Background: an optimization exercise with open tools, aiming at a short achievable clock period and few clock cycles. Do not read the settings as production practice. RTL that was checked went through simulation tests only; none was proved equivalent to the original. No functional check of the RTL was part of runs 2 and 3. In run 3 the design's own scripts or RTL, not TritonCTS, make the clock network. The clock input has no modelled driver; a real chip could not lean on it and would need a root buffer or a full tree. No activity file was given, so power comes from the tool's default toggle rates.

==> flow/design.v <==
module TinyMIPS(
    input  wire        clk,
    input  wire        rst,
    input  wire [15:0] data_fromRAM,
    output wire        wrEn,
    output wire [7:0]  addr_toRAM,
    output wire [15:0] data_toRAM
);
    function [15:0] add16;               
        input [15:0] a, b;
        reg   [15:0] g, p;
        integer i, k;
        begin
            g = a & b;
            p = a ^ b;
            for (k = 1; k < 16; k = k * 2)
                for (i = 15; i >= k; i = i - 1) begin
                    g[i] = g[i] | (p[i] & g[i-k]);
                    p[i] = p[i] & p[i-k];
                end
            add16 = (a ^ b) ^ {g[14:0], 1'b0};
        end
    endfunction
    function lt16;                       
        input [15:0] a, b;
        reg   [15:0] g, p;
        integer i, k;
        begin
            g = ~a & b;
            p = ~(a ^ b);
            for (k = 1; k < 16; k = k * 2)
                for (i = 15; i >= k; i = i - 1) begin
                    g[i] = g[i] | (p[i] & g[i-k]);
                    p[i] = p[i] & p[i-k];
                end
            lt16 = g[15];
        end
    endfunction
    reg  [7:0]  pA;         
    reg  [7:0]  pAi;        
    reg         pWE;
    reg  [15:0] pDO;
    reg         pF;         
    reg  [7:0]  pNX;        
    reg         pBP;        
    assign addr_toRAM = pA;
    assign wrEn       = pWE;
    assign data_toRAM = pDO;
    reg         rV, rBP;
    reg  [7:0]  rPC, rNX;
    reg         LAbb;
    reg  [7:0]  LAtgt;
    reg  [7:0]  fpc;        
    reg         halted;
    reg         bv;         
    reg  [7:0]  bpc, btg;
    localparam QW = 52;
    reg  [QW-1:0] Q [0:3];
    reg  [3:0]  qh, qt, qn;
    wire        q_ne  = qn[0];
    wire        q_ge2 = qn[1];
    wire        q_ge3 = qn[2];
    wire        q_full = qn[3];
    reg  [15:0] RF [0:7];
    reg         ev;
    reg         e_wr;       
    reg         e_long;     
    reg  [7:0]  e_av, e_lv;          
    reg         e_srl, e_ld, e_st, e_br, e_beq, e_halt;
    reg  [15:0] eX, eY;
    reg         fxa, fya;   
    reg         fxc, fyc;   
    reg         fxm, fym;   
    reg         fxu, fyu;   
    reg  [5:0]  e_imm;
    reg  [7:0]  e_pc, e_tgt, e_pc1, e_tgt1, e_pc2;
    reg         e_ptk, e_rb;     
    reg  [7:0]  e_pn;            
    reg         e_bk;            
    reg         bV, b_tk, b_ptk, b_sane, b_bk;
    reg  [7:0]  b_pc, b_tgt, b_pc1, b_tgt1, b_pc2;
    reg  [15:0] Rres;       
    reg  [15:0] LR;         
    reg  [7:0]  s1_av, s1_lv;        
    reg         s1_ld;
    reg  [7:0]  s2_lv;               
    reg         s2_ld;
    reg  [7:0]  s3_lv;               
    reg  [15:0] MR0, MR1, MR2, MR3, MR4, MR5;    
    reg  [15:0] SR;                              
    reg  [15:0] M0, M1;                          
    wire [15:0] Xa = fxa ? Rres : eX;
    wire [15:0] Ya = fya ? Rres : eY;
    wire [15:0] Xc = fxc ? Rres : eX;
    wire [15:0] Yc = fyc ? Rres : eY;
    wire [15:0] Xm = fxm ? Rres : eX;
    wire [15:0] Ym = fym ? Rres : eY;
    wire [15:0] Xu = fxu ? Rres : eX;
    wire [15:0] Yu = fyu ? Rres : eY;
    wire [15:0] sum;
    add16m u_sum (.a(Xa), .b(Ya), .s(sum));
    wire        c_eq, c_lt;
    cmp16m u_cmp (.a(Xc), .b(Yc), .eq(c_eq), .lt(c_lt));
    wire        taken = e_beq ? c_eq : c_lt;
    wire        misB  = bV & (~b_sane | (b_tk != b_ptk));
    wire [7:0]  redir  = b_tk ? b_tgt  : b_pc1;
    wire [7:0]  redir1 = b_tk ? b_tgt1 : b_pc2;
    wire        e_ok     = ev & ~misB;
    wire        e_halt_v = e_ok & e_halt;
    wire        e_mem    = e_ok & (e_ld | e_st);
    wire        sq       = misB | e_halt_v;
    wire [7:0]  maddr    = Xm[7:0] + {2'b00, e_imm};
    wire [15:0] r0, r1, r2, r3, r4, r5, shres, m0n, m1n;
    mul_e  u_mul_e  (.x(Xu), .y(Yu), .srl(e_srl), .r0(r0), .r1(r1), .r2(r2), .r3(r3),
                     .r4(r4), .r5(r5), .sh(shres));
    mul_e2 u_mul_e2 (.r0(MR0), .r1(MR1), .r2(MR2), .r3(MR3), .r4(MR4), .r5(MR5), .sh(SR),
                     .s(m0n), .c(m1n));
    wire [15:0] mres;
    add16m u_mres (.a(M0), .b(M1), .s(mres));
    wire [15:0] lres = s2_ld ? data_fromRAM : mres;
    wire [15:0] ri = data_fromRAM;
    wire [3:0]  rop = ri[15:12];
    wire        r_br  = (rop == 4'd8) | (rop == 4'd9) | (rop == 4'd10);
    wire        r_ok  = rV & ~LAbb;                      
    wire        r_bb  = r_ok & r_br & ri[5] & ~rBP;      
    wire [7:0]  r_tgt = rPC + {{2{ri[5]}}, ri[5:0]};
    wire        r_ab  = (rop == 4'd8) | (rop == 4'd9);   
    wire [2:0]  r_xs  = r_ab ? ri[11:9] : ri[8:6];
    wire [2:0]  r_ys  = (rop == 4'd5) ? ri[11:9] : r_ab ? ri[8:6] :
                        (rop == 4'd10) ? ri[11:9] : ri[5:3];
    wire        r_nx  = (rop != 4'd7) & (rop <= 4'd10);
    wire        r_ny  = (rop == 4'd0) | (rop == 4'd2) | (rop == 4'd3) | (rop == 4'd5) | r_br;
    wire [QW-1:0] q0 = ({QW{qh[0]}} & Q[0]) | ({QW{qh[1]}} & Q[1]) |
                       ({QW{qh[2]}} & Q[2]) | ({QW{qh[3]}} & Q[3]);
    wire [15:0] di   = q0[51:36];
    wire [7:0]  d_pc = q0[35:28];
    wire [7:0]  d_pn = q0[27:20];
    wire        d_rb = q0[1];
    wire        d_bp = q0[0];
    wire [3:0]  dop = di[15:12];
    wire [2:0]  da = di[11:9];
    wire        d_add  = (dop == 4'd0);
    wire        d_addi = (dop == 4'd1);
    wire        d_mul  = (dop == 4'd2);
    wire        d_srl  = (dop == 4'd3);
    wire        d_ld   = (dop == 4'd4);
    wire        d_st   = (dop == 4'd5);
    wire        d_cp   = (dop == 4'd6);
    wire        d_cpi  = (dop == 4'd7);
    wire        d_br   = (dop == 4'd8) | (dop == 4'd9) | (dop == 4'd10);
    wire        d_halt = (dop >= 4'd11);
    wire [7:0]  xs = q0[19:12];      
    wire [7:0]  ys = q0[11:4];
    wire        needx = q0[3];
    wire        needy = q0[2];
    wire        d_wr  = d_add | d_addi | d_cp | d_cpi;
    wire        d_long = d_ld | d_mul | d_srl;
    wire [7:0]  W0 = ev ? (e_av | e_lv) : 8'd0;
    wire [7:0]  L0 = ev ? e_lv : 8'd0;
    wire [7:0]  W1 = s1_av | s1_lv;
    wire [7:0]  L2ld = s2_ld ? s2_lv : 8'd0;
    wire [7:0]  L2n  = s2_ld ? 8'd0 : s2_lv;
    wire [7:0]  busy = L0 | (~W0 & s1_lv) | (~W0 & ~W1 & L2n);
    wire        xstall = needx & |(busy & xs);
    wire        ystall = needy & |(busy & ys);
    wire        issue = q_ne & ~xstall & ~ystall & ~halted;
    wire        x0 = |(xs & W0);
    wire        y0 = |(ys & W0);
    reg  [15:0] rfx, rfy;
    integer r;
    always @* begin
        rfx = 16'd0; rfy = 16'd0;
        for (r = 0; r < 8; r = r + 1) begin
            rfx = rfx | (RF[r] & {16{xs[r]}});
            rfy = rfy | (RF[r] & {16{ys[r]}});
        end
    end
    wire        xr = |(xs & W1);
    wire        yr = |(ys & W1);
    wire        xd = |(xs & ~W1 & L2ld);
    wire        yd = |(ys & ~W1 & L2ld);
    wire        xl = |(xs & ~W1 & ~s2_lv & s3_lv);
    wire        yl = |(ys & ~W1 & ~s2_lv & s3_lv);
    wire [15:0] rx1 = xr ? Rres : xl ? LR : rfx;
    wire [15:0] ry1 = yr ? Rres : yl ? LR : rfy;
    wire [15:0] rx = xd ? data_fromRAM : rx1;
    wire [15:0] ry = yd ? data_fromRAM : ry1;
    wire [7:0]  d_tgt = d_pc + {{2{di[5]}}, di[5:0]};
    wire [7:0]  d_pc1 = d_pc + 8'd1;
    wire        bhit  = bv & (bpc == fpc);
    wire [7:0]  fpred = bhit ? btg : fpc + 8'd1;
    wire        room  = ~(q_full | (q_ge3 & (rV | pF)) | (q_ge2 & rV & pF));
    wire [7:0]  la_tgt1 = LAtgt + 8'd1;
    reg  [7:0]  nA, nNX, nfpc;
    reg         nF, nBP;
    always @* begin
        nA = pAi; nNX = pNX; nfpc = fpc; nF = 1'b0; nBP = 1'b0;
        if (misB) begin
            nA = redir; nF = 1'b1; nNX = redir1; nfpc = redir1;
        end else if (e_mem) begin
            nA = maddr;
            if (LAbb) nfpc = LAtgt;
        end else if (e_halt_v | halted) begin
            nF = 1'b0;
        end else if (LAbb) begin
            if (room) begin
                nA = LAtgt; nF = 1'b1; nNX = la_tgt1; nfpc = la_tgt1;
            end else
                nfpc = LAtgt;
        end else if (room) begin
            nA = fpc; nF = 1'b1; nNX = fpred; nfpc = fpred; nBP = bhit;
        end
    end
    wire        app = r_ok & ~sq;
    wire [3:0]  nqh = sq ? qt : issue ? {qh[2:0], qh[3]} : qh;
    wire [3:0]  nqt = app ? {qt[2:0], qt[3]} : qt;
    wire [3:0]  qn1 = sq ? 4'd0 : issue ? {1'b0, qn[3:1]} : qn;
    wire [3:0]  nqn = app ? {qn1[2:0], 1'b1} : qn1;
    always @(posedge clk) begin
        if (rst) begin
            pA  <= 8'd0;
            pWE <= 1'b0;
        end else begin
            pA  <= nA;
            pWE <= e_mem & e_st;
        end
        pDO <= Ym;
    end
    always @(posedge clk or posedge rst) begin
        if (rst) pAi <= 8'd0;
        else     pAi <= nA;
    end
    integer i;
    always @(posedge clk) begin
        if (rst) begin
            pF <= 1'b1; pNX <= 8'd1; pBP <= 1'b0;
            rV <= 1'b0; LAbb <= 1'b0;
            fpc <= 8'd1; halted <= 1'b0; bv <= 1'b0;
            qh <= 4'd1; qt <= 4'd1; qn <= 4'd0;
            ev <= 1'b0; bV <= 1'b0;
            s1_av <= 8'd0; s1_lv <= 8'd0; s2_lv <= 8'd0; s3_lv <= 8'd0;
        end else begin
            pNX <= nNX; fpc <= nfpc; pF <= nF; pBP <= nBP;
            qh <= nqh; qt <= nqt; qn <= nqn;
            rV <= pF & ~sq & ~LAbb;
            LAbb <= r_bb & ~sq;
            ev <= issue & ~sq;
            bV <= e_ok & ~e_halt;
            if (e_halt_v) halted <= 1'b1;
            if (bV & b_tk & b_bk) bv <= 1'b1;
            s1_av <= e_ok ? e_av : 8'd0;
            s1_lv <= e_ok ? e_lv : 8'd0;
            s2_lv <= s1_lv & ~(e_ok ? e_av : 8'd0);
            s3_lv <= s2_lv;
        end
    end
    always @(posedge clk) begin
        rPC <= pAi;
        LAtgt <= r_tgt;
        rNX <= pNX;
        rBP <= pBP;
        if (bV & b_tk & b_bk) begin
            bpc <= b_pc; btg <= b_tgt;
        end
        for (i = 0; i < 4; i = i + 1) begin
            if (qt[i] & ~q_full) Q[i] <= {ri, rPC, rNX, 8'd1 << r_xs, 8'd1 << r_ys, r_nx, r_ny, r_bb, rBP};
        end
        e_wr   <= d_wr;
        e_long <= d_long;
        e_av   <= d_wr   ? (8'd1 << da) : 8'd0;
        e_lv   <= d_long ? (8'd1 << da) : 8'd0;
        e_srl  <= d_srl;
        e_ld   <= d_ld;
        e_st   <= d_st;
        e_br   <= d_br;
        e_beq  <= (dop == 4'd8);
        e_halt <= d_halt;
        eX     <= d_cpi ? {7'd0, di[8:0]} : rx;
        eY     <= d_addi ? {{10{di[5]}}, di[5:0]} : (d_cp | d_cpi) ? 16'd0 : ry;
        fxa    <= needx & x0 & d_wr;
        fya    <= needy & y0 & d_wr;
        fxc    <= needx & x0 & d_br;
        fyc    <= needy & y0 & d_br;
        fxm    <= needx & x0 & (d_ld | d_st);
        fym    <= needy & y0 & d_st;
        fxu    <= needx & x0 & (d_mul | d_srl);
        fyu    <= needy & y0 & (d_mul | d_srl);
        e_imm  <= di[5:0];
        e_bk   <= di[5];
        e_pc   <= d_pc;
        e_tgt  <= d_tgt;
        e_pc1  <= d_pc1;
        e_tgt1 <= d_pc1 + {{2{di[5]}}, di[5:0]};
        e_pc2  <= d_pc + 8'd2;
        e_ptk  <= d_br & (d_rb | d_bp);
        e_rb   <= d_rb;
        e_pn   <= d_pn;
        b_tk   <= e_br & taken;
        b_ptk  <= e_ptk;
        b_sane <= e_rb | (e_ptk ? (e_pn == e_tgt) : (e_pn == e_pc1));
        b_bk   <= e_br & e_bk;
        b_pc   <= e_pc;
        b_tgt  <= e_tgt;
        b_pc1  <= e_pc1;
        b_tgt1 <= e_tgt1;
        b_pc2  <= e_pc2;
        Rres <= sum;
        s1_ld <= e_ld;
        s2_ld <= s1_ld;
        MR0 <= r0; MR1 <= r1; MR2 <= r2; MR3 <= r3; MR4 <= r4; MR5 <= r5;
        SR  <= shres;
        M0  <= m0n; M1 <= m1n;
        LR <= lres;
        for (r = 0; r < 8; r = r + 1) begin
            if (s3_lv[r]) RF[r] <= LR;
            if (s1_av[r]) RF[r] <= Rres;
        end
    end
endmodule
module add16m(input wire [15:0] a, input wire [15:0] b, output wire [15:0] s);
    reg [15:0] g, p;
    integer i, k;
    always @* begin
        g = a & b;
        p = a ^ b;
        for (k = 1; k < 16; k = k * 2)
            for (i = 15; i >= k; i = i - 1) begin
                g[i] = g[i] | (p[i] & g[i-k]);
                p[i] = p[i] & p[i-k];
            end
    end
    assign s = (a ^ b) ^ {g[14:0], 1'b0};
endmodule
module cmp16m(input wire [15:0] a, input wire [15:0] b, output wire eq, output wire lt);
    reg [15:0] g, p;
    integer i, k;
    always @* begin
        g = ~a & b;
        p = ~(a ^ b);
        for (k = 1; k < 16; k = k * 2)
            for (i = 15; i >= k; i = i - 1) begin
                g[i] = g[i] | (p[i] & g[i-k]);
                p[i] = p[i] & p[i-k];
            end
    end
    assign lt = g[15];
    assign eq = (a == b);
endmodule
module mul_e(input wire [15:0] x, input wire [15:0] y, input wire srl,
             output wire [15:0] r0, output wire [15:0] r1, output wire [15:0] r2,
             output wire [15:0] r3, output wire [15:0] r4, output wire [15:0] r5,
             output wire [15:0] sh);
    wire [16:0] yb = {y, 1'b0};
    wire [15:0] pp [0:7];
    wire [15:0] pk;
    genvar g;
    generate
        for (g = 0; g < 8; g = g + 1) begin : booth
            wire one = ~srl & (yb[2*g+1] ^ yb[2*g]);
            wire two = ~srl & ((yb[2*g+2] & ~yb[2*g+1] & ~yb[2*g]) | (~yb[2*g+2] & yb[2*g+1] & yb[2*g]));
            wire neg = ~srl & yb[2*g+2];
            wire [15:0] m  = two ? {x[14:0], 1'b0} : one ? x : 16'd0;
            wire [15:0] mm = neg ? ~m : m;
            assign pp[g] = mm << (2*g);
            assign pk[2*g]   = neg;
            assign pk[2*g+1] = 1'b0;
        end
    endgenerate
    assign r0 = pp[0] ^ pp[1] ^ pp[2];
    assign r1 = ((pp[0] & pp[1]) | (pp[0] & pp[2]) | (pp[1] & pp[2])) << 1;
    assign r2 = pp[3] ^ pp[4] ^ pp[5];
    assign r3 = ((pp[3] & pp[4]) | (pp[3] & pp[5]) | (pp[4] & pp[5])) << 1;
    assign r4 = pp[6] ^ pp[7] ^ pk;
    assign r5 = ((pp[6] & pp[7]) | (pp[6] & pk) | (pp[7] & pk)) << 1;
    wire        zero = (|y[15:6]) | y[4];
    wire [15:0] shr = x >> y[3:0];
    wire [15:0] shl = x << y[3:0];
    assign sh = (srl & ~zero) ? (y[5] ? shl : shr) : 16'd0;
endmodule
module mul_e2(input wire [15:0] r0, input wire [15:0] r1, input wire [15:0] r2,
              input wire [15:0] r3, input wire [15:0] r4, input wire [15:0] r5,
              input wire [15:0] sh, output wire [15:0] s, output wire [15:0] c);
    wire [15:0] a0 = r0 ^ r1 ^ r2;
    wire [15:0] b0 = ((r0 & r1) | (r0 & r2) | (r1 & r2)) << 1;
    wire [15:0] a1 = r3 ^ r4 ^ r5;
    wire [15:0] b1 = ((r3 & r4) | (r3 & r5) | (r4 & r5)) << 1;
    wire [15:0] a2 = a0 ^ b0 ^ a1;
    wire [15:0] b2 = ((a0 & b0) | (a0 & a1) | (b0 & a1)) << 1;
    assign s = (a2 ^ b2 ^ b1) | sh;
    assign c = ((a2 & b2) | (a2 & b1) | (b2 & b1)) << 1;
endmodule
==> flow/flow/run.sh <==
#!/bin/bash
# Standard layout, with the timing repair aiming at a larger setup margin.
bash standard.sh SETUP_SLACK_MARGIN=5.35 > standard_flow.log 2>&1
==> flow/standard.sh <==
#!/bin/bash
# synth_recipe.tcl (not shown) runs the flow's synth.tcl, then flattens the netlist and writes it again
# the make line also repeats each setting of config.mk as NAME=value (left out here)
make -C /OpenROAD-flow-scripts/flow DESIGN_CONFIG=/design/flow/config.mk WORK_HOME=/design/flow/orfs CLKGATE_MAP_FILE= SYNTH_SCRIPT=/design/flow/synth_recipe.tcl "${@:-finish}"
==> flow/config.mk <==
export PLATFORM = sky130hd
export DESIGN_NAME = TinyMIPS
export DESIGN_NICKNAME = TinyMIPS
export VERILOG_FILES = /design/flow/design.v
export SDC_FILE = /design/flow/constraint.sdc
export NUM_CORES = 8
export LEC_CHECK = 0
export CAP_MARGIN = 20
export CORE_MARGIN = 2
export CORE_UTILIZATION = 50
export PLACE_DENSITY = 0.65
export SETUP_SLACK_MARGIN = 5
export SLEW_MARGIN = 20
export SYNTH_HIERARCHICAL = 1
==> flow/constraint.sdc <==
create_clock -name core_clock -period 8.0 [get_ports {clk}]
set_input_delay 1.6000 -clock core_clock [delete_from_list [all_inputs] [get_ports {clk}]]
set_output_delay 1.6000 -clock core_clock [all_outputs]
set_load 0.01 [all_outputs]
==> results of run 1 <==
-- worst min path at each step --
stage	startpoint	end	slack, ns	cells after the start
2_1_floorplan	e_pc2[0]	b_pc2[0]	0.31	0
3_3_place_gp	s1_ld	s2_ld	0.31	0
3_5_place_dp	e_pc[1]	b_pc[1]	0.31	0
4_1_cts	e_pc2[1]	b_pc2[1]	0.31	0
5_1_grt	e_pc2[1]	b_pc2[1]	0.32	0
6_report	e_pc2[1]	b_pc2[1]	0.32	0
-- cells by family after synthesis --
logic type | synth area share [%]
adder cells (fa/ha/maj) | 6.898
buffers and inverters | 4.813
other | 0.01857
AO/OA/AOI/OAI | 15.15
multiplexers | 11.41
XOR/XNOR | 3.059
flip-flops | 49.20
AND/OR/NAND/NOR | 9.450
-- modules after synthesis, one instance, submodules excluded --
module	copies in the design	flops+latches	area (sq um)	cells
TinyMIPS	1	816	31780	2494
add16m	2	0	694.4	91
cmp16m	1	0	391.6	57
mul_e	1	0	5475	834
mul_e2	1	0	1413	94
-- routing by layer --
layer  wire length [um]  share of wire [%]  vias up
met3              13000                 10      340
met2              57680                 45     1761
met5                 46              0.036        -
li1                   -                  -    13500
met4               5621                4.4        6
met1              52600                 41    14880
-- layout make-up --
| type | count | area share [%] |
|---|---|---|
| antenna | 1 | 0.005301 |
| clock buffer | 132 | 5.524 |
| clock inverter | 28 | 0.6335 |
| inverter | 83 | 0.6839 |
| multi-input combinational | 2477 | 42.46 |
| sequential | 816 | 42.39 |
| tap | 1060 | 2.810 |
| timing repair buffer | 232 | 5.474 |
| timing repair inverter | 1 | 0.01590 |
-- what timing repair did --
item,in CTS,in global routing
pin swaps,21,57
gates cloned,11,19
setup endpoints to repair,315,182
buffers inserted,56,60
hold endpoints to repair,0,0
resized for setup,321,201
-- registers in the layout, summed over array words and instances, names as in the netlist, 16 cells and up --
signal  count
MR0        16
pDO        16
eY         16
MR2        16
RF        128
MR1        16
MR5        16
MR4        16
M0         16
Rres       16
eX         16
Q         208
M1         16
SR         16
LR         16
MR3        16
-- power by group --
part           leakage [nW]  internal (W)  switching (W)  total, W
logic                  9.04       0.00485        0.00642    0.0113
clock network          1.43       0.00234        0.00174   0.00408
registers              7.20       0.00573        0.00107   0.00680
total                  17.7        0.0129        0.00923    0.0222
-- cells in the final DEF, fill, tap and decap left out, types with 30 or more instances in the layout --
master / Yosys / routed
dfxtp_1: 456 / 411
edfxtp_1: 352 / 352
mux2_2: 278 / 266
nand2_1: 272 / 258
a22oi_1: 254 / 225
nor2_1: 201 / 183
o21ai_0: 185 / 176
buf_4: 55 / 127
a21oi_1: 150 / 124
clkbuf_16: 0 / 106
mux2i_1: 107 / 95
xnor2_1: 93 / 92
fa_1: 80 / 77
ha_1: 83 / 77
inv_1: 76 / 71
nand3_1: 46 / 44
and2_1: 43 / 42
nand4_1: 42 / 42
xor2_1: 43 / 41
conb_1: 2 / 40
a211oi_1: 45 / 37
a22oi_2: 1 / 30
or2_2: 32 / 30
-- per-stage QoR --
step | instance area [sq um] | cells
floorplan | 40910 | 3699
global placement | 41400 | 4523
detailed placement | 41400 | 4523
CTS | 45600 | 4750
global route | 47200 | 4830
finish | 47200 | 4830
==> results.yml, run 1 <==
worst_setup_path:
  rrSetupSlack_ns: 5.29
  slowest_delay_ns: 0.37
  crit_path_start_kind: "register"
  crit_path_cell_trace: "buf_6"
  r2r-start: "s1_av[0]"
  critical_path_class: "register to output pin"
  startpoint: "pWE"
  crit_end: "wrEn"
  worstSetupEndpointType: "output pin"
  r2r_cells: 11
  crit_path_top_delay_cell: "dfxtp_4"
  cp_top_family: "flip-flops"
  required_ns: 6.40
  critPathBufInv: 1
  timing.rr.end: "eY[3]"
  crit_fanout: 1
  path_depth: 1
  cp.arrival_ns: 1.14
global_route:
  use_met3_pct: 4.360
  grt_max_degree: 78
  grt_use_met1_pct: 41.03
  grt_antenna_before_repair: 9
  grt_pass1_wl_mm: 181.9
  gr-total-overflow: 0
  grtUsageMet2_pct: 45.12
  busiest_layer: "met2"
  first_global_vias: 28270
  grt_util_all_layers_pct: 29.03
logic_synthesis:
  ys_ff_latch: 816
  syn_inst: 3661
  synthTopCellsByArea: "edfxtp_1, dfxtp_1, mux2_2"
  ys_seq_area_share_pct: 49.20
  synth-main-ff-cell: "dfxtp_1"
  yosysWarnings: 12
  synth_edf_count: 352
  synth_top_area_cell: "edfxtp_1"
  post-synth-top-count-cell: "dfxtp_1"
  syn_area_per_cell_sq_um: 11.05
  async_flop_share_pct: 0.9804
  syn-cell-area_sq_mm: 0.04045
  synthDominantCellAreaShare_pct: 26.13
  synth_common_cells: "dfxtp_1, edfxtp_1, mux2_2, nand2_1, a22oi_1"
  ys_types: 95
timing:
  tightestPinTransition_ns: 1.031
  fmax_mhz: 365.4
  min_period_ns: 2.737
  fin_setup_tns_ns: 0
  worst_slack_ns: 5.263
  period_share_pct: 34.21
  final_max_slew_viol_count: 0
  setup_violations: 0
  hold_ws_ns: 0.3195
  hold_viol: 0
  slew_headroom_pct: 31.27
  skew_ns: 0.03507
  rsz0062_at_grt: "yes"
placement:
  dp_slack_ns: 3.787
  gp_congestion: 0.8920
  portBuffers: 42
  dp_hpwl_mm: 75.63
clocking:
  cts_tree: "yes"
  clkLatencyLatePin_ns: 0.66
  holdBufCountCts: 0
  cts-root-buf: "clkbuf_16"
  clk_pin_slew_worst_paths_ns: 0.06
  h-tree-depth: 3
  cts_buffers: 85
  numClockSinks: 816
  cts_max_path_buffers: 3
final_layout:
  fin_nets: 3877
  drive_gt1_share_pct: 25.05
  fillCellCount: 6471
  final_core_util_pct: 58.79
  multi_input_area_sq_mm: 0.02004
  area_delta_synth_final_pct: 16.70
  layout.area.seq_sq_mm: 0.02001
die:
  initial_core_util_pct: 50.38
  die_h_um: 288.4
  rows: 104
  fp.coreArea_sq_mm: 0.08029
  die_area_sq_mm: 0.08319
  pin_count: 43
  die_x_um: 288.4
power:
  p_total_w: 0.02215
  peakVddDrop_mv: 0.3549
  power.leakage_nw: 17.67
  power.density_mw_per_mm2: 469.3
min_path:
  hold_path.class: "register to register"
drt:
  wl_per_cell_um: 26.70
  vias: 30490
  drc: 0
  viasPerCell: 6.312
  drt-initial-drc-count: 3827
  antenna_left: 0
  firstDrtPassIters: 8
  drt_wl_total_mm: 128.9
outcome:
  outcome: "finished clean"
job:
  drv_cap: 0
Testbench counts, summed over its fixed seeds: cycles 124,008.
==> inputs of run 2 (changes only) <==
--- a/flow/design.v
+++ b/flow/design.v
@@ -39,4 +39,5 @@
     reg  [7:0]  pA;         
     reg  [7:0]  pAi;        
+    reg         pWEi;
     reg         pWE;
     reg  [15:0] pDO;
@@ -50,5 +51,12 @@
     reg  [7:0]  rPC, rNX;
     reg         LAbb;
-    reg  [7:0]  LAtgt;
+    reg         rF;         
+    reg         cap2;       
+    reg         EB0v, EB1v;
+    reg  [7:0]  EBA;
+    reg  [15:0] EBw0, EBw1;
+    reg  [7:0]  LApc, LApc1;
+    reg  [5:0]  LAimm;
+    reg  [7:0]  LAtgtB1;    
     reg  [7:0]  fpc;        
     reg         halted;
@@ -74,9 +82,10 @@
     reg         fxu, fyu;   
     reg  [5:0]  e_imm;
-    reg  [7:0]  e_pc, e_tgt, e_pc1, e_tgt1, e_pc2;
+    reg  [7:0]  e_pc, e_pc1, e_pc2;
     reg         e_ptk, e_rb;     
     reg  [7:0]  e_pn;            
     reg         e_bk;            
     reg         bV, b_tk, b_ptk, b_sane, b_bk;
+    reg  [7:0]  b_alt;           
     reg  [7:0]  b_pc, b_tgt, b_pc1, b_tgt1, b_pc2;
     reg  [15:0] Rres;       
@@ -87,4 +96,5 @@
     reg         s2_ld;
     reg  [7:0]  s3_lv;               
+    reg  [7:0]  rselv, dselv, lselv, bxv;
     reg  [15:0] MR0, MR1, MR2, MR3, MR4, MR5;    
     reg  [15:0] SR;                              
@@ -111,4 +121,7 @@
     wire        sq       = misB | e_halt_v;
     wire [7:0]  maddr    = Xm[7:0] + {2'b00, e_imm};
+    wire [7:0]  e_tgt, e_tgt1;
+    add8m u_et0 (.a(e_pc),  .b({{2{e_imm[5]}}, e_imm}), .s(e_tgt));
+    add8m u_et1 (.a(e_pc1), .b({{2{e_imm[5]}}, e_imm}), .s(e_tgt1));
     wire [15:0] r0, r1, r2, r3, r4, r5, shres, m0n, m1n;
     mul_e  u_mul_e  (.x(Xu), .y(Yu), .srl(e_srl), .r0(r0), .r1(r1), .r2(r2), .r3(r3),
@@ -124,5 +137,4 @@
     wire        r_ok  = rV & ~LAbb;                      
     wire        r_bb  = r_ok & r_br & ri[5] & ~rBP;      
-    wire [7:0]  r_tgt = rPC + {{2{ri[5]}}, ri[5:0]};
     wire        r_ab  = (rop == 4'd8) | (rop == 4'd9);   
     wire [2:0]  r_xs  = r_ab ? ri[11:9] : ri[8:6];
@@ -131,6 +143,15 @@
     wire        r_nx  = (rop != 4'd7) & (rop <= 4'd10);
     wire        r_ny  = (rop == 4'd0) | (rop == 4'd2) | (rop == 4'd3) | (rop == 4'd5) | r_br;
-    wire [QW-1:0] q0 = ({QW{qh[0]}} & Q[0]) | ({QW{qh[1]}} & Q[1]) |
-                       ({QW{qh[2]}} & Q[2]) | ({QW{qh[3]}} & Q[3]);
+    wire [QW-1:0] q0;
+    wire [15:0] rx, ry;
+    wire        issue, x0, y0;
+    wire [7:0]  e_wv = e_av | e_lv;
+    dstage #(.QW(QW)) u_d (
+        .q0e(Q[0]), .q1e(Q[1]), .q2e(Q[2]), .q3e(Q[3]), .qh(qh), .q_ne(q_ne), .halted(halted),
+        .rf({RF[7], RF[6], RF[5], RF[4], RF[3], RF[2], RF[1], RF[0]}),
+        .rres(Rres), .lr(LR), .din(data_fromRAM),
+        .rselv(rselv), .dselv(dselv), .lselv(lselv), .bxv(bxv),
+        .ev(ev), .e_lv(e_lv), .e_wv(e_wv),
+        .q0(q0), .rx(rx), .ry(ry), .issue(issue), .x0(x0), .y0(y0));
     wire [15:0] di   = q0[51:36];
     wire [7:0]  d_pc = q0[35:28];
@@ -150,46 +171,26 @@
     wire        d_br   = (dop == 4'd8) | (dop == 4'd9) | (dop == 4'd10);
     wire        d_halt = (dop >= 4'd11);
-    wire [7:0]  xs = q0[19:12];      
-    wire [7:0]  ys = q0[11:4];
     wire        needx = q0[3];
     wire        needy = q0[2];
     wire        d_wr  = d_add | d_addi | d_cp | d_cpi;
     wire        d_long = d_ld | d_mul | d_srl;
-    wire [7:0]  W0 = ev ? (e_av | e_lv) : 8'd0;
-    wire [7:0]  L0 = ev ? e_lv : 8'd0;
-    wire [7:0]  W1 = s1_av | s1_lv;
-    wire [7:0]  L2ld = s2_ld ? s2_lv : 8'd0;
-    wire [7:0]  L2n  = s2_ld ? 8'd0 : s2_lv;
-    wire [7:0]  busy = L0 | (~W0 & s1_lv) | (~W0 & ~W1 & L2n);
-    wire        xstall = needx & |(busy & xs);
-    wire        ystall = needy & |(busy & ys);
-    wire        issue = q_ne & ~xstall & ~ystall & ~halted;
-    wire        x0 = |(xs & W0);
-    wire        y0 = |(ys & W0);
-    reg  [15:0] rfx, rfy;
-    integer r;
-    always @* begin
-        rfx = 16'd0; rfy = 16'd0;
-        for (r = 0; r < 8; r = r + 1) begin
-            rfx = rfx | (RF[r] & {16{xs[r]}});
-            rfy = rfy | (RF[r] & {16{ys[r]}});
-        end
-    end
-    wire        xr = |(xs & W1);
-    wire        yr = |(ys & W1);
-    wire        xd = |(xs & ~W1 & L2ld);
-    wire        yd = |(ys & ~W1 & L2ld);
-    wire        xl = |(xs & ~W1 & ~s2_lv & s3_lv);
-    wire        yl = |(ys & ~W1 & ~s2_lv & s3_lv);
-    wire [15:0] rx1 = xr ? Rres : xl ? LR : rfx;
-    wire [15:0] ry1 = yr ? Rres : yl ? LR : rfy;
-    wire [15:0] rx = xd ? data_fromRAM : rx1;
-    wire [15:0] ry = yd ? data_fromRAM : ry1;
-    wire [7:0]  d_tgt = d_pc + {{2{di[5]}}, di[5:0]};
+    wire [7:0]  n_w1 = e_ok ? e_wv : 8'd0;                   
+    wire [7:0]  n_l1 = e_ok ? e_lv : 8'd0;                   
+    wire [7:0]  n_l2 = s1_lv & ~(e_ok ? e_av : 8'd0);        
     wire [7:0]  d_pc1 = d_pc + 8'd1;
     wire        bhit  = bv & (bpc == fpc);
     wire [7:0]  fpred = bhit ? btg : fpc + 8'd1;
     wire        room  = ~(q_full | (q_ge3 & (rV | pF)) | (q_ge2 & rV & pF));
-    wire [7:0]  la_tgt1 = LAtgt + 8'd1;
+    wire [7:0]  LAtgt, la_tgt1;
+    add8m u_lat  (.a(LApc),  .b({{2{LAimm[5]}}, LAimm}), .s(LAtgt));
+    add8m u_lat1 (.a(LApc1), .b({{2{LAimm[5]}}, LAimm}), .s(la_tgt1));
+    wire [7:0]  EBA1 = EBA + 8'd1;
+    wire [7:0]  EBA2 = EBA + 8'd2;
+    wire [7:0]  EBA3 = EBA + 8'd3;
+    wire        ebhit = b_sane & EB0v & (b_alt == EBA);
+    wire        ebf2 = ebhit & EB1v;
+    wire        ebf1 = ebhit & ~EB1v;
+    wire [7:0]  eb_s  = ebf2 ? EBA2 : ebf1 ? EBA1 : redir;
+    wire [7:0]  eb_s1 = ebf2 ? EBA3 : ebf1 ? EBA2 : redir1;
     reg  [7:0]  nA, nNX, nfpc;
     reg         nF, nBP;
@@ -197,5 +198,5 @@
         nA = pAi; nNX = pNX; nfpc = fpc; nF = 1'b0; nBP = 1'b0;
         if (misB) begin
-            nA = redir; nF = 1'b1; nNX = redir1; nfpc = redir1;
+            nA = eb_s; nF = 1'b1; nNX = eb_s1; nfpc = eb_s1;
         end else if (e_mem) begin
             nA = maddr;
@@ -212,9 +213,19 @@
         end
     end
-    wire        app = r_ok & ~sq;
+    wire [1:0]  am  = misB ? {ebf2, ebf1} : e_halt_v ? 2'd0 : {1'b0, r_ok};
     wire [3:0]  nqh = sq ? qt : issue ? {qh[2:0], qh[3]} : qh;
-    wire [3:0]  nqt = app ? {qt[2:0], qt[3]} : qt;
+    wire [3:0]  nqt = am[1] ? {qt[1:0], qt[3:2]} : am[0] ? {qt[2:0], qt[3]} : qt;
     wire [3:0]  qn1 = sq ? 4'd0 : issue ? {1'b0, qn[3:1]} : qn;
-    wire [3:0]  nqn = app ? {qn1[2:0], 1'b1} : qn1;
+    wire [3:0]  nqn = am[1] ? {qn1[1:0], 2'b11} : am[0] ? {qn1[2:0], 1'b1} : qn1;
+    wire [3:0]  qt1 = {qt[2:0], qt[3]};
+    wire [17:0] r_pd;
+    predec u_pr (.w(ri), .pd(r_pd));
+    wire [QW-1:0] a_r  = {ri, rPC, rNX, r_pd, r_bb, rBP};
+    wire [17:0] e0_pd, e1_pd;
+    predec u_pe0 (.w(EBw0), .pd(e0_pd));
+    predec u_pe1 (.w(EBw1), .pd(e1_pd));
+    wire [QW-1:0] a_e0 = {EBw0, EBA, EBA1, e0_pd, 2'b00};
+    wire [QW-1:0] a_e1 = {EBw1, EBA1, EBA2, e1_pd, 2'b00};
+    wire [QW-1:0] A0 = misB ? a_e0 : a_r;
     always @(posedge clk) begin
         if (rst) begin
@@ -228,16 +239,23 @@
     end
     always @(posedge clk or posedge rst) begin
-        if (rst) pAi <= 8'd0;
-        else     pAi <= nA;
+        if (rst) begin
+            pAi  <= 8'd0;
+            pWEi <= 1'b0;
+        end else begin
+            pAi  <= nA;
+            pWEi <= e_mem & e_st;
+        end
     end
-    integer i;
+    integer i, r;
     always @(posedge clk) begin
         if (rst) begin
             pF <= 1'b1; pNX <= 8'd1; pBP <= 1'b0;
-            rV <= 1'b0; LAbb <= 1'b0;
+            rV <= 1'b0; LAbb <= 1'b0; rF <= 1'b0; cap2 <= 1'b0;
+            EB0v <= 1'b0; EB1v <= 1'b0;
             fpc <= 8'd1; halted <= 1'b0; bv <= 1'b0;
             qh <= 4'd1; qt <= 4'd1; qn <= 4'd0;
             ev <= 1'b0; bV <= 1'b0;
             s1_av <= 8'd0; s1_lv <= 8'd0; s2_lv <= 8'd0; s3_lv <= 8'd0;
+            rselv <= 8'd0; dselv <= 8'd0; lselv <= 8'd0; bxv <= 8'd0;
         end else begin
             pNX <= nNX; fpc <= nfpc; pF <= nF; pBP <= nBP;
@@ -245,4 +263,14 @@
             rV <= pF & ~sq & ~LAbb;
             LAbb <= r_bb & ~sq;
+            rF   <= pF;
+            cap2 <= LAbb;
+            if (LAbb) begin
+                EB0v <= rF & (rPC == LAtgtB1);
+                EB1v <= 1'b0;
+            end else if (cap2)
+                EB1v <= EB0v & rF & (rPC == EBA1);
+            if (pWEi & ((pAi == EBA) | (pAi == EBA1))) begin
+                EB0v <= 1'b0; EB1v <= 1'b0;
+            end
             ev <= issue & ~sq;
             bV <= e_ok & ~e_halt;
@@ -253,9 +281,18 @@
             s2_lv <= s1_lv & ~(e_ok ? e_av : 8'd0);
             s3_lv <= s2_lv;
+            rselv <= n_w1;
+            dselv <= ~n_w1 & (s1_ld ? n_l2 : 8'd0);
+            lselv <= ~n_w1 & ~n_l2 & s2_lv;
+            bxv   <= n_l1 | (~n_w1 & (s1_ld ? 8'd0 : n_l2));
         end
     end
     always @(posedge clk) begin
         rPC <= pAi;
-        LAtgt <= r_tgt;
+        if (LAbb) begin EBA <= rPC; EBw0 <= data_fromRAM; end
+        if (cap2) EBw1 <= data_fromRAM;
+        LApc  <= rPC;
+        LApc1 <= rPC + 8'd1;
+        LAimm <= ri[5:0];
+        LAtgtB1 <= rPC + 8'd1;
         rNX <= pNX;
         rBP <= pBP;
@@ -264,5 +301,8 @@
         end
         for (i = 0; i < 4; i = i + 1) begin
-            if (qt[i] & ~q_full) Q[i] <= {ri, rPC, rNX, 8'd1 << r_xs, 8'd1 << r_ys, r_nx, r_ny, r_bb, rBP};
+            if ((misB | ~q_full) & qt[i])
+                Q[i] <= A0;
+            else if (misB & qt1[i])
+                Q[i] <= a_e1;
         end
         e_wr   <= d_wr;
@@ -289,7 +329,5 @@
         e_bk   <= di[5];
         e_pc   <= d_pc;
-        e_tgt  <= d_tgt;
         e_pc1  <= d_pc1;
-        e_tgt1 <= d_pc1 + {{2{di[5]}}, di[5:0]};
         e_pc2  <= d_pc + 8'd2;
         e_ptk  <= d_br & (d_rb | d_bp);
@@ -298,4 +336,5 @@
         b_tk   <= e_br & taken;
         b_ptk  <= e_ptk;
+        b_alt  <= e_ptk ? e_pc1 : e_tgt;
         b_sane <= e_rb | (e_ptk ? (e_pn == e_tgt) : (e_pn == e_pc1));
         b_bk   <= e_br & e_bk;
@@ -390,2 +429,75 @@
     assign c = ((a2 & b2) | (a2 & b1) | (b2 & b1)) << 1;
 endmodule
+module add8m(input wire [7:0] a, input wire [7:0] b, output wire [7:0] s);
+    reg [7:0] g, p;
+    integer i, k;
+    always @* begin
+        g = a & b;
+        p = a ^ b;
+        for (k = 1; k < 8; k = k * 2)
+            for (i = 7; i >= k; i = i - 1) begin
+                g[i] = g[i] | (p[i] & g[i-k]);
+                p[i] = p[i] & p[i-k];
+            end
+    end
+    assign s = (a ^ b) ^ {g[6:0], 1'b0};
+endmodule
+module predec(input wire [15:0] w, output wire [17:0] pd);
+    wire [3:0] op = w[15:12];
+    wire [7:0] fa = 8'd1 << w[11:9];
+    wire [7:0] fb = 8'd1 << w[8:6];
+    wire [7:0] fc = 8'd1 << w[5:3];
+    wire       ab = (op == 4'd8) | (op == 4'd9);
+    wire       ya = (op == 4'd5) | (op == 4'd10);
+    wire       br = ab | (op == 4'd10);
+    wire [7:0] xoh = ab ? fa : fb;
+    wire [7:0] yoh = ya ? fa : ab ? fb : fc;
+    wire       nx = (op != 4'd7) & (op <= 4'd10);
+    wire       ny = (op == 4'd0) | (op == 4'd2) | (op == 4'd3) | (op == 4'd5) | br;
+    assign pd = {xoh, yoh, nx, ny};
+endmodule
+module dstage #(parameter QW = 52) (
+    input  wire [QW-1:0] q0e, q1e, q2e, q3e,
+    input  wire [3:0]    qh,
+    input  wire          q_ne, halted,
+    input  wire [127:0]  rf,
+    input  wire [15:0]   rres, lr, din,
+    input  wire [7:0]    rselv, dselv, lselv, bxv,
+    input  wire          ev,
+    input  wire [7:0]    e_lv, e_wv,
+    output wire [QW-1:0] q0,
+    output wire [15:0]   rx, ry,
+    output wire          issue, x0, y0);
+    assign q0 = ({QW{qh[0]}} & q0e) | ({QW{qh[1]}} & q1e) |
+                ({QW{qh[2]}} & q2e) | ({QW{qh[3]}} & q3e);
+    wire [7:0]  xs = q0[19:12];      
+    wire [7:0]  ys = q0[11:4];
+    wire        needx = q0[3];
+    wire        needy = q0[2];
+    wire [7:0]  w0   = ev ? e_wv : 8'd0;
+    wire [7:0]  busy = ev ? (e_lv | (~e_wv & bxv)) : bxv;
+    wire        xstall = needx & |(busy & xs);
+    wire        ystall = needy & |(busy & ys);
+    assign issue = q_ne & ~xstall & ~ystall & ~halted;
+    assign x0 = |(xs & w0);
+    assign y0 = |(ys & w0);
+    reg  [15:0] rfx, rfy;
+    integer r;
+    always @* begin
+        rfx = 16'd0; rfy = 16'd0;
+        for (r = 0; r < 8; r = r + 1) begin
+            rfx = rfx | (rf[16*r +: 16] & {16{xs[r]}});
+            rfy = rfy | (rf[16*r +: 16] & {16{ys[r]}});
+        end
+    end
+    wire        xr = |(xs & rselv);
+    wire        yr = |(ys & rselv);
+    wire        xd = |(xs & dselv);
+    wire        yd = |(ys & dselv);
+    wire        xl = |(xs & lselv);
+    wire        yl = |(ys & lselv);
+    wire [15:0] rx1 = xr ? rres : xl ? lr : rfx;
+    wire [15:0] ry1 = yr ? rres : yl ? lr : rfy;
+    assign rx = xd ? din : rx1;
+    assign ry = yd ? din : ry1;
+endmodule
==> run 2 against run 1 <==
  * Still clean
  * Synthesized cell count rose by 33%
  * Final area rose by 22%
  * Via count rose by 34%
  * Hold slack improved by 0.0051 ns
  * Flip-flop and latch count rose by 83
  * Global-route usage rose by 3.1 points
  * Clock-buffer cell count fell by 2
  * Fmax fell by 3.7%
  * Non-clock buffer count rose by 72
  * Combinational power rose by 16%
  * Cell count rose by 30%
==> results.yml, run 2 <==
outcome:
  outcome: "finished clean"
die:
  die_x_um: 318.5
  die_area_sq_mm: 0.1015
  initial_core_util_pct: 50.33
  die_h_um: 318.5
  rows: 115
  fp.coreArea_sq_mm: 0.09828
  pin_count: 43
final_layout:
  fin_nets: 5076
  final_common_cell: "nand2_1"
  fin_cells: 6263
  largest_reg_flops: 208
  area_delta_synth_final_pct: 16.28
  regMostFlops: "Q"
  top_regs: "Q (208), RF (128)"
  drive_gt1_share_pct: 22.54
  finalInstanceArea_sq_mm: 0.05751
  final_cell_mix: "nand2_1, dfxtp_1, edfxtp_1"
drt:
  drt-initial-drc-count: 6039
  viasPerCell: 6.502
  antenna_left: 0
  drc: 0
  wl_per_cell_um: 27.93
  firstDrtPassIters: 9
  vias: 40730
  drt_wl_total_mm: 174.9
timing:
  fin_setup_tns_ns: 0
  fmax_mhz: 351.9
  final_max_slew_viol_count: 0
  skew_ns: 0.03086
  slew_headroom_pct: 18.46
  hold_viol: 0
  min_period_ns: 2.842
  setup_violations: 0
  tightestPinTransition_ns: 1.221
  rsz0062_at_grt: "yes"
  worst_slack_ns: 5.159
  period_share_pct: 35.52
worst_setup_path:
  critPathMostFrequentCell: "a22oi_2"
  required_ns: 8.57
  cp_top_family: "compound AO/OA/AOI/OAI gates"
  critical_path_class: "register to register"
  crit_path_top_delay_cell: "dfxtp_4"
  rrSetupSlack_ns: 5.16
  critPathBufInv: 3
  slowest_delay_ns: 0.40
  worstSetupEndpointType: "register"
  crit_fanout: 21
  crit_path_start_kind: "register"
  crit_path_cell_trace: "clkbuf_16 -> a22oi_2 -> nand2_2 -> buf_12 -> a22oi_2 -> nand4_1 -> a221oi_2 -> buf_4 -> mux2i_4 -> a211oi_1 -> a21oi_1 -> nor2_1"
  cp.arrival_ns: 3.41
clocking:
  cts_max_path_buffers: 3
  cts_tree: "yes"
  cts-root-buf: "clkbuf_16"
  numClockSinks: 899
  cts_buffers: 98
  clkLatencyLatePin_ns: 0.69
  clk_pin_slew_worst_paths_ns: 0.07
  h-tree-depth: 3
placement:
  dp_slack_ns: 3.683
  place_area_sq_mm: 0.05005
  placed_cells: 5852
  dp_hpwl_mm: 101.8
  gp_congestion: 0.9349
  portBuffers: 42
logic_synthesis:
  syn-cell-area_sq_mm: 0.04946
  synth_common_cells: "dfxtp_1, nand2_1, edfxtp_1, o21ai_0, nor2_1"
  synth_edf_count: 392
  synthDominantCellAreaShare_pct: 23.80
  synthTopCellsByArea: "edfxtp_1, dfxtp_1, mux2_2"
  async_flop_share_pct: 1.001
  synth_top_area_cell: "edfxtp_1"
  yosysWarnings: 16
  ys_types: 102
  ys_ff_latch: 899
  post-synth-top-count-cell: "dfxtp_1"
  syn_area_per_cell_sq_um: 10.16
  synth-main-ff-cell: "dfxtp_1"
  ys_seq_area_share_pct: 44.41
  syn_inst: 4866
global_route:
  grtUsageMet2_pct: 46.83
  grt_max_degree: 89
  use_met3_pct: 9.196
  busiest_layer: "met2"
  gr-total-overflow: 0
  first_global_vias: 37380
  grt_util_all_layers_pct: 32.14
  grt_antenna_before_repair: 5
  grt_use_met1_pct: 45.24
  grt_pass1_wl_mm: 246.5
power:
  pwr-share-seq_pct: 29.6
  p_sw_share_pct: 42.79
  power.leakage_nw: 22.03
  p_int_w: 0.01446
  peakVddDrop_mv: 0.2624
  pwr-share-comb_pct: 52.0
  power.density_mw_per_mm2: 439.3
  clockPowerShare_pct: 18.4
  switchingPower_w: 0.01081
job:
  drv_cap: 0
min_path:
  hold_path.class: "register to register"
-- run 2: cell count changes after synthesis, moves of 42 or more --
cell / change
clkbuf_1: +83
nand3_1: +57
dfxtp_1: +42
mux2i_1: +113
nor2_1: +127
o21ai_0: +148
nand2_1: +213
-- run 2: logic make-up (layout without fill, tap and decap cells) --
| kind of cell | after synthesis | after routing | synth area share [%] |
|---|---|---|---|
| xor gates and xnor gates | 184 | 184 | 3.372 |
| adders and majority gates | 190 | 190 | 5.960 |
| other | 2 | 48 | 0.01518 |
| and+or+nand+nor | 1299 | 1305 | 12.47 |
| AOI/OAI and AO/OA | 1196 | 1198 | 16.18 |
| buffers and inverters | 548 | 594 | 5.224 |
| DFF | 899 | 899 | 44.41 |
| muxes | 548 | 558 | 12.37 |
-- run 2: metrics by stage --
stage / hold slack, ns / total power [W] / utilization (%)
3_5_place_dp: 0.3121 / 0.01854 / 50.92
6_report: 0.3247 / 0.02527 / 58.52
5_1_grt: 0.3321 / 0.02644 / 58.50
4_1_cts: 0.3235 / 0.02411 / 56.59
2_1_floorplan: 0.3096 / 0.01511 / -
3_3_place_gp: 0.3098 / 0.01836 / 50.92
-- run 2: path summary, 6_finish.rpt --
check,depth (start not counted),startpoint,endpoint
setup / recovery,12,qh[2],qn[0]
hold / removal,0,e_pc2[3],b_pc2[3]
setup reg to reg,12,qh[2],qn[0]
hold reg to reg,0,e_pc2[3],b_pc2[3]
max in group asynchronous,3,rst,pAi[1]
min in group asynchronous,3,rst,pAi[5]
-- run 2: power by group through the flow --
stage               logic (W)  registers (W)  clock network, W
CTS                    0.0120        0.00743           0.00466
detailed placement     0.0111        0.00748                 0
global route           0.0140        0.00757           0.00486
floorplan             0.00831        0.00679                 0
global placement       0.0109        0.00747                 0
finish                 0.0131        0.00748           0.00464
-- run 2: Yosys stat by module (local to each module, per instance), a selection --
| module | cells inside | copies in the design | flops+latches | cell area, sq um |
|---|---|---|---|---|
| mul_e | 834 | 1 | 0 | 5475 |
| add8m | 42 | 4 | 0 | 324.1 |
| cmp16m | 57 | 1 | 0 | 391.6 |
| mul_e2 | 94 | 1 | 0 | 1413 |
| TinyMIPS | 2719 | 1 | 899 | 33710 |
| add16m | 91 | 2 | 0 | 694.4 |
| predec | 73 | 3 | 0 | 555.5 |
-- run 2: routing by layer --
| metal | wire, um | vias to the layer above |
|---|---|---|
| li1 | - | 17800 |
| met4 | 6967 | 6 |
| met1 | 70260 | 19760 |
| met3 | 23670 | 458 |
| met5 | 63 | - |
| met2 | 73970 | 2702 |
-- run 2: final cells by class --
| class | count | area (sq um) |
|---|---|---|
| diodes | 8 | 20.02 |
| repair buffers | 304 | 3586 |
| flip-flops and latches | 899 | 22090 |
| clock buffers | 130 | 2748 |
| fillers | 8062 | 40760 |
| repair inverters | 1 | 7.507 |
| multi-input cells | 3475 | 26460 |
| well taps | 1287 | 1610 |
| clock inverters | 55 | 555.5 |
| inverters | 104 | 429.2 |
-- run 2: repair_timing --
| action | CTS | global route |
|---|---|---|
| buffers inserted | 96 | 77 |
| gates cloned | 24 | 21 |
| gates resized for setup | 417 | 200 |
| endpoints found under the setup margin | 691 | 245 |
| pin swaps | 36 | 56 |
| hold buffers | 0 | 0 |
==> inputs of run 3 (changes only) <==
==> flow/flow/run.sh (replaced) <==
#!/bin/bash
# Standard layout with two changes: the timing repair aims at a larger setup
# margin, and the clock tree is built by flow/cts_tree.tcl (hooked in before
# ORFS's clock_tree_synthesis call) instead of TritonCTS.
HERE=$(pwd)
bash standard.sh SETUP_SLACK_MARGIN=5.45 PRE_CTS_TCL=$HERE/flow/cts_tree.tcl > standard_flow.log 2>&1
==> flow/flow/cts_tree.tcl (new file) <==
# Clock tree built here instead of TritonCTS: the clock port drives one
# buffer per quadrant, each of which drives one buffer per grid cell of
# flip-flops in its quadrant (two buffer levels).  The grid is chosen for
# about 20 flip-flops per leaf buffer.
proc build_clock_tree {midbuf leafbuf} {
  set db [ord::get_db]
  set block [ord::get_db_block]
  set clk [$block findNet clk]
  set core [$block getCoreArea]
  set x0 [$core xMin]; set y0 [$core yMin]; set x1 [$core xMax]; set y1 [$core yMax]
  set sinks [$clk getITerms]
  set g [expr {int(ceil(sqrt([llength $sinks] / 16.0)))}]
  if {$g < 2} {set g 2}
  set w [expr {double($x1 - $x0) / $g}]
  set h [expr {double($y1 - $y0) / $g}]
  array set cell {}
  foreach it $sinks {
    set loc [[$it getInst] getLocation]
    set cx [expr {int(([lindex $loc 0] - $x0) / $w)}]
    set cy [expr {int(([lindex $loc 1] - $y0) / $h)}]
    if {$cx >= $g} {set cx [expr {$g - 1}]}; if {$cx < 0} {set cx 0}
    if {$cy >= $g} {set cy [expr {$g - 1}]}; if {$cy < 0} {set cy 0}
    lappend cell($cx,$cy) $it
  }
  # split crowded cells (sorted along x) so no leaf drives more than maxn
  set maxn 22
  array set group {}
  foreach key [lsort [array names cell]] {
    set its $cell($key)
    set n [llength $its]
    if {$n <= $maxn} { set group($key,0) $its; continue }
    set keyed {}
    foreach it $its { lappend keyed [list [lindex [[$it getInst] getLocation] 0] $it] }
    set sorted {}
    foreach e [lsort -integer -index 0 $keyed] { lappend sorted [lindex $e 1] }
    set parts [expr {int(ceil(double($n) / $maxn))}]
    set per [expr {int(ceil(double($n) / $parts))}]
    for {set p 0} {$p < $parts} {incr p} {
      set group($key,$p) [lrange $sorted [expr {$p * $per}] [expr {($p + 1) * $per - 1}]]
    }
  }
  set mm [$db findMaster $midbuf]
  array set qleaves {}
  set k 0
  foreach gkey [lsort [array names group]] {
    set its $group($gkey)
    if {[llength $its] == 0} continue
    set key [join [lrange [split $gkey ,] 0 1] ,]
    set lm [$db findMaster [expr {[llength $its] > 12 ? $leafbuf : "sky130_fd_sc_hd__clkbuf_8"}]]
    set sx 0; set sy 0
    foreach it $its {
      set l [[$it getInst] getLocation]
      set sx [expr {$sx + [lindex $l 0]}]; set sy [expr {$sy + [lindex $l 1]}]
    }
    set n [llength $its]
    set lx [expr {int($sx / $n)}]; set ly [expr {int($sy / $n)}]
    set leaf [odb::dbInst_create $block $lm "clkleaf_$k"]
    $leaf setLocation $lx $ly
    $leaf setPlacementStatus PLACED
    set lnet [odb::dbNet_create $block "clkleafnet_$k"]
    $lnet setSigType CLOCK
    [$leaf findITerm X] connect $lnet
    foreach it $its { $it disconnect; $it connect $lnet }
    lassign [split $key ,] cx cy
    set q "[expr {$cx * 2 / $g}],[expr {$cy * 2 / $g}]"
    lappend qleaves($q) [list $leaf $lx $ly]
    incr k
  }
  set m 0
  foreach q [lsort [array names qleaves]] {
    set sx 0; set sy 0; set tot 0
    foreach e $qleaves($q) {
      lassign $e leaf lx ly
      set sx [expr {$sx + $lx}]; set sy [expr {$sy + $ly}]; incr tot
    }
    set mid [odb::dbInst_create $block $mm "clkmid_$m"]
    $mid setLocation [expr {int($sx / $tot)}] [expr {int($sy / $tot)}]
    $mid setPlacementStatus PLACED
    set mnet [odb::dbNet_create $block "clkmidnet_$m"]
    $mnet setSigType CLOCK
    [$mid findITerm X] connect $mnet
    [$mid findITerm A] connect $clk
    foreach e $qleaves($q) { [[lindex $e 0] findITerm A] connect $mnet }
    incr m
  }
  puts "clock tree: $g x $g grid, $k leaf buffers, $m quadrant buffers"
}

# cts.tcl calls clock_tree_synthesis right after this hook
rename clock_tree_synthesis tritoncts_clock_tree_synthesis
proc clock_tree_synthesis {args} {
  build_clock_tree sky130_fd_sc_hd__clkbuf_16 sky130_fd_sc_hd__clkbuf_16
  set_propagated_clock [all_clocks]
}
==> run 3 against run 2 <==
  * Hold slack gained 0.0075 ns
  * Fmax is 1.3% lower
  * Sequential share of layout area is essentially flat
  * Largest power group unchanged
  * Still clean on timing, DRC and antenna
  * Highest routed layer unchanged
==> results.yml, run 3 <==
timing:
  setup_violations: 0
  rsz0062_at_grt: "yes"
  skew_ns: 0.07980
  slew_headroom_pct: 20.76
  tightestPinTransition_ns: 1.187
  fmax_mhz: 347.5
  min_period_ns: 2.878
  hold_viol: 0
  final_max_slew_viol_count: 0
  worst_slack_ns: 5.122
  fin_setup_tns_ns: 0
  period_share_pct: 35.98
clocking:
  holdBufCountCts: 0
  clk_pin_slew_worst_paths_ns: 0.08
  clkLatencyLatePin_ns: 0.51
power:
  clockPowerShare_pct: 11.5
  peakVddDrop_mv: 0.4884
  pwr-share-comb_pct: 58.0
  p_sw_share_pct: 44.22
  pwr-share-seq_pct: 30.6
  switchingPower_w: 0.01086
  power.leakage_nw: 21.80
  power.density_mw_per_mm2: 427.0
  p_int_w: 0.01370
logic_synthesis:
  synth_top_area_cell: "edfxtp_1"
  yosysWarnings: 16
  synth-xor-area-share_pct: 3.372
  post_synth_fa_ha_maj_area_fraction_pct: 5.960
  synth_edf_count: 392
  syn_inst: 4866
  synthDominantCellAreaShare_pct: 23.80
  syn-cell-area_sq_mm: 0.04946
  ys_seq_area_share_pct: 44.41
  synthTopCellsByArea: "edfxtp_1, dfxtp_1, mux2_2"
  synth_top_family_by_area: "compound AO/OA/AOI/OAI gates"
  synthSimpleGateAreaFrac_pct: 12.47
  post-synth-top-count-cell: "dfxtp_1"
  synthMuxAreaShare_pct: 12.37
  ys_ff_latch: 899
  synth_compound_area_share_pct: 16.18
  ys_types: 102
  synth_common_cells: "dfxtp_1, nand2_1, edfxtp_1, o21ai_0, nor2_1"
  synth-main-ff-cell: "dfxtp_1"
  async_flop_share_pct: 1.001
  syn_area_per_cell_sq_um: 10.16
final_layout:
  top_regs: "Q (208), RF (128)"
  regMostFlops: "Q"
  area_delta_synth_final_pct: 16.31
  final_common_cell: "nand2_1"
  largest_reg_flops: 208
  fin_nets: 5123
  final_cell_mix: "nand2_1, dfxtp_1, edfxtp_1"
  finalInstanceArea_sq_mm: 0.05753
  drive_gt1_share_pct: 24.90
die:
  die_h_um: 318.5
  pin_count: 43
  fp.coreArea_sq_mm: 0.09828
  die_area_sq_mm: 0.1015
  initial_core_util_pct: 50.33
  die_x_um: 318.5
  rows: 115
drt:
  vias: 41080
  antenna_left: 0
  viasPerCell: 6.604
  drc: 0
  drt-initial-drc-count: 6825
  drt_wl_total_mm: 177.7
  wl_per_cell_um: 28.56
  firstDrtPassIters: 9
min_path:
  hold_path_depth: 0
  min_from: "e_pc2[3]"
  whs_endpoint: "b_pc2[3]"
  hold_path.class: "register to register"
worst_setup_path:
  critical_path_class: "input pin to register"
  crit_path_cell_trace: "buf_8 -> buf_12 -> buf_12 -> or3b_4 -> buf_12 -> mux2i_1 -> mux2i_2 -> o21ai_1"
  r2r_cells: 12
  crit_path_start_kind: "input pin"
  rrSetupSlack_ns: 5.27
  critPathBufInv: 4
  worstSetupEndpointType: "register"
  crit_path_top_delay_cell: "or3b_4"
  timing.rr.end: "qn[1]"
  crit_fanout: 4
  required_ns: 8.21
  slowest_delay_ns: 0.42
  critPathMostFrequentCell: "buf_12"
  r2r-start: "qh[0]"
  cp_top_family: "buffers and inverters"
  cp.arrival_ns: 3.08
placement:
  portBuffers: 42
  dp_hpwl_mm: 103.1
  gp_congestion: 0.9427
  dp_slack_ns: 3.752
  place_area_sq_mm: 0.05017
global_route:
  grt_antenna_before_repair: 6
  grt_pass1_wl_mm: 249.9
  first_global_vias: 37320
  gr-total-overflow: 0
  grt_max_degree: 88
  grt_util_all_layers_pct: 32.45
job:
  drv_cap: 0
outcome:
  outcome: "finished clean"
-- run 3: changes by cell type in the layout (fill, tap and decap cells not counted), sizes merged, moves of 2 or more --
cell | before | now
buf | 266 | 337
clkbuf | 147 | 84
clkinv | 44 | 2
bufbuf | 10 | 20
bufinv | 7 | 0
clkinvlp | 14 | 7
dlygate4sd2 | 1 | 6
dlymetal6s2s | 5 | 0
diode | 8 | 5
clkdlybuf4s15 | 1 | 3
clkdlybuf4s50 | 3 | 1
mux2 | 320 | 318
-- run 3: worst max path at each step --
stage	slack, ns	to	from	cells past startpoint
after floorplan	4.88	Q[0][10]	data_fromRAM[14]	7
after detailed placement	3.75	Q[0][10]	data_fromRAM[13]	6
after CTS	5.19	Q[0][11]	data_fromRAM[14]	8
after global routing	5.09	Q[3][5]	data_fromRAM[14]	8
after global placement	3.84	Q[0][10]	data_fromRAM[12]	6
final	5.12	Q[1][17]	data_fromRAM[14]	8
-- run 3: layout make-up --
class,instances,area (sq um)
timing repair buffer,383,4601
fill,8156,40750
timing repair inverter,1,5.005
inverter,104,462.9
antenna,5,12.51
buffer,68,1510
sequential,899,22090
multi-input combinational,3473,27240
tap,1287,1610
-- run 3: power groups by stage --
stage / Sequential [W] / Clock (W) / Combinational (W)
floorplan: 0.00679 / 0 / 0.00833
global placement: 0.00747 / 0 / 0.0111
detailed placement: 0.00749 / 0 / 0.0113
CTS: 0.00739 / 0.00283 / 0.0127
global route: 0.00759 / 0.00299 / 0.0151
finish: 0.00751 / 0.00282 / 0.0142
-- run 3: Yosys stat by module, one instance, submodules excluded, excerpt --
| module | times used | area [sq um] | cells inside | flops+latches |
|---|---|---|---|---|
| TinyMIPS | 1 | 33710 | 2719 | 899 |
| mul_e | 1 | 5475 | 834 | 0 |
| mul_e2 | 1 | 1413 | 94 | 0 |
| add16m | 2 | 694.4 | 91 | 0 |
| predec | 3 | 555.5 | 73 | 0 |
| cmp16m | 1 | 391.6 | 57 | 0 |
| add8m | 4 | 324.1 | 42 | 0 |
-- run 3: stage by stage --
step	hold slack (ns)	instances	utilization, %	total power, W
finish	0.3322	6220	58.54	0.02456
global route	0.3427	6215	58.53	0.02564
CTS	0.3338	6109	56.21	0.02297
detailed placement	0.3138	5860	51.05	0.01875
floorplan	0.3096	4904	-	0.01512
global placement	0.3098	5859	51.04	0.01855
-- run 3: kinds of logic (layout without fill, tap and decap cells) --
kind of cell | Yosys count | after routing
adder cells (fa/ha/maj) | 190 | 190
other | 2 | 45
XOR/XNOR | 184 | 184
buffers and inverters | 548 | 556
AND/OR/NAND/NOR | 1299 | 1306
flip-flops | 899 | 899
multiplexers | 548 | 556
AO/OA/AOI/OAI | 1196 | 1197
-- run 3: metal layers --
| layer | up-vias | GRT usage [%] | routed length, um |
|---|---|---|---|
| met5 | - | 0 | 12 |
| met2 | 2875 | 47.83 | 74540 |
| met1 | 19880 | 47.16 | 70440 |
| li1 | 17810 | - | - |
| met3 | 511 | 7.778 | 25040 |
| met4 | 2 | 9.605 | 7619 |
-- run 3: timing repair --
| item | CTS | global route |
|---|---|---|
| setup buffers | 146 | 83 |
| gates resized for setup | 569 | 280 |
| cloned | 35 | 23 |
| pin swaps | 83 | 110 |
| endpoints found under the setup margin | 697 | 362 |

## static timing again, ports no longer ideal
Ports are ideal in the flow. The routed layouts listed here were re-timed in OpenROAD.
Step 1 (the two cells are an assumption about what drives the block):
set clk [get_ports {clk}]
set_driving_cell -lib_cell sky130_fd_sc_hd__clkbuf_16 $clk
set_driving_cell -lib_cell sky130_fd_sc_hd__buf_2 [delete_from_list [all_inputs] $clk]
Step 2 adds t to the input delays and takes it off the output delays; t is the mean of the earliest and latest rising clock arrival at the registers after step 1. Input paths then give back, and output paths get back, about the clock's delay inside the block.
Slacks: no drivers / after step 1 / after step 2; pairs: no drivers / after step 1.
| run | t, ns | setup slack, ns | hold slack, ns | worst setup path at the end | worst register clock-pin slew, ns |
|---|---|---|---|---|---|
| run 1 | 0.713 | 5.263 / 5.192 / 4.652 | 0.320 / 0.320 / 0.320 | input to register | 0.07 / 0.07 |
| run 2 | 0.752 | 5.158 / 5.158 / 4.514 | 0.325 / 0.325 / 0.325 | input to register | 0.07 / 0.07 |
| run 3 | 0.624 | 5.122 / 5.248 / 4.624 | 0.332 / 0.332 / 0.332 | input to register | 0.09 / 0.09 |
After both steps setup and hold are still met in every run listed. The setup slack of run 2, which loses most, moves by 0.000 ns with the drivers and by -0.644 ns with both steps.
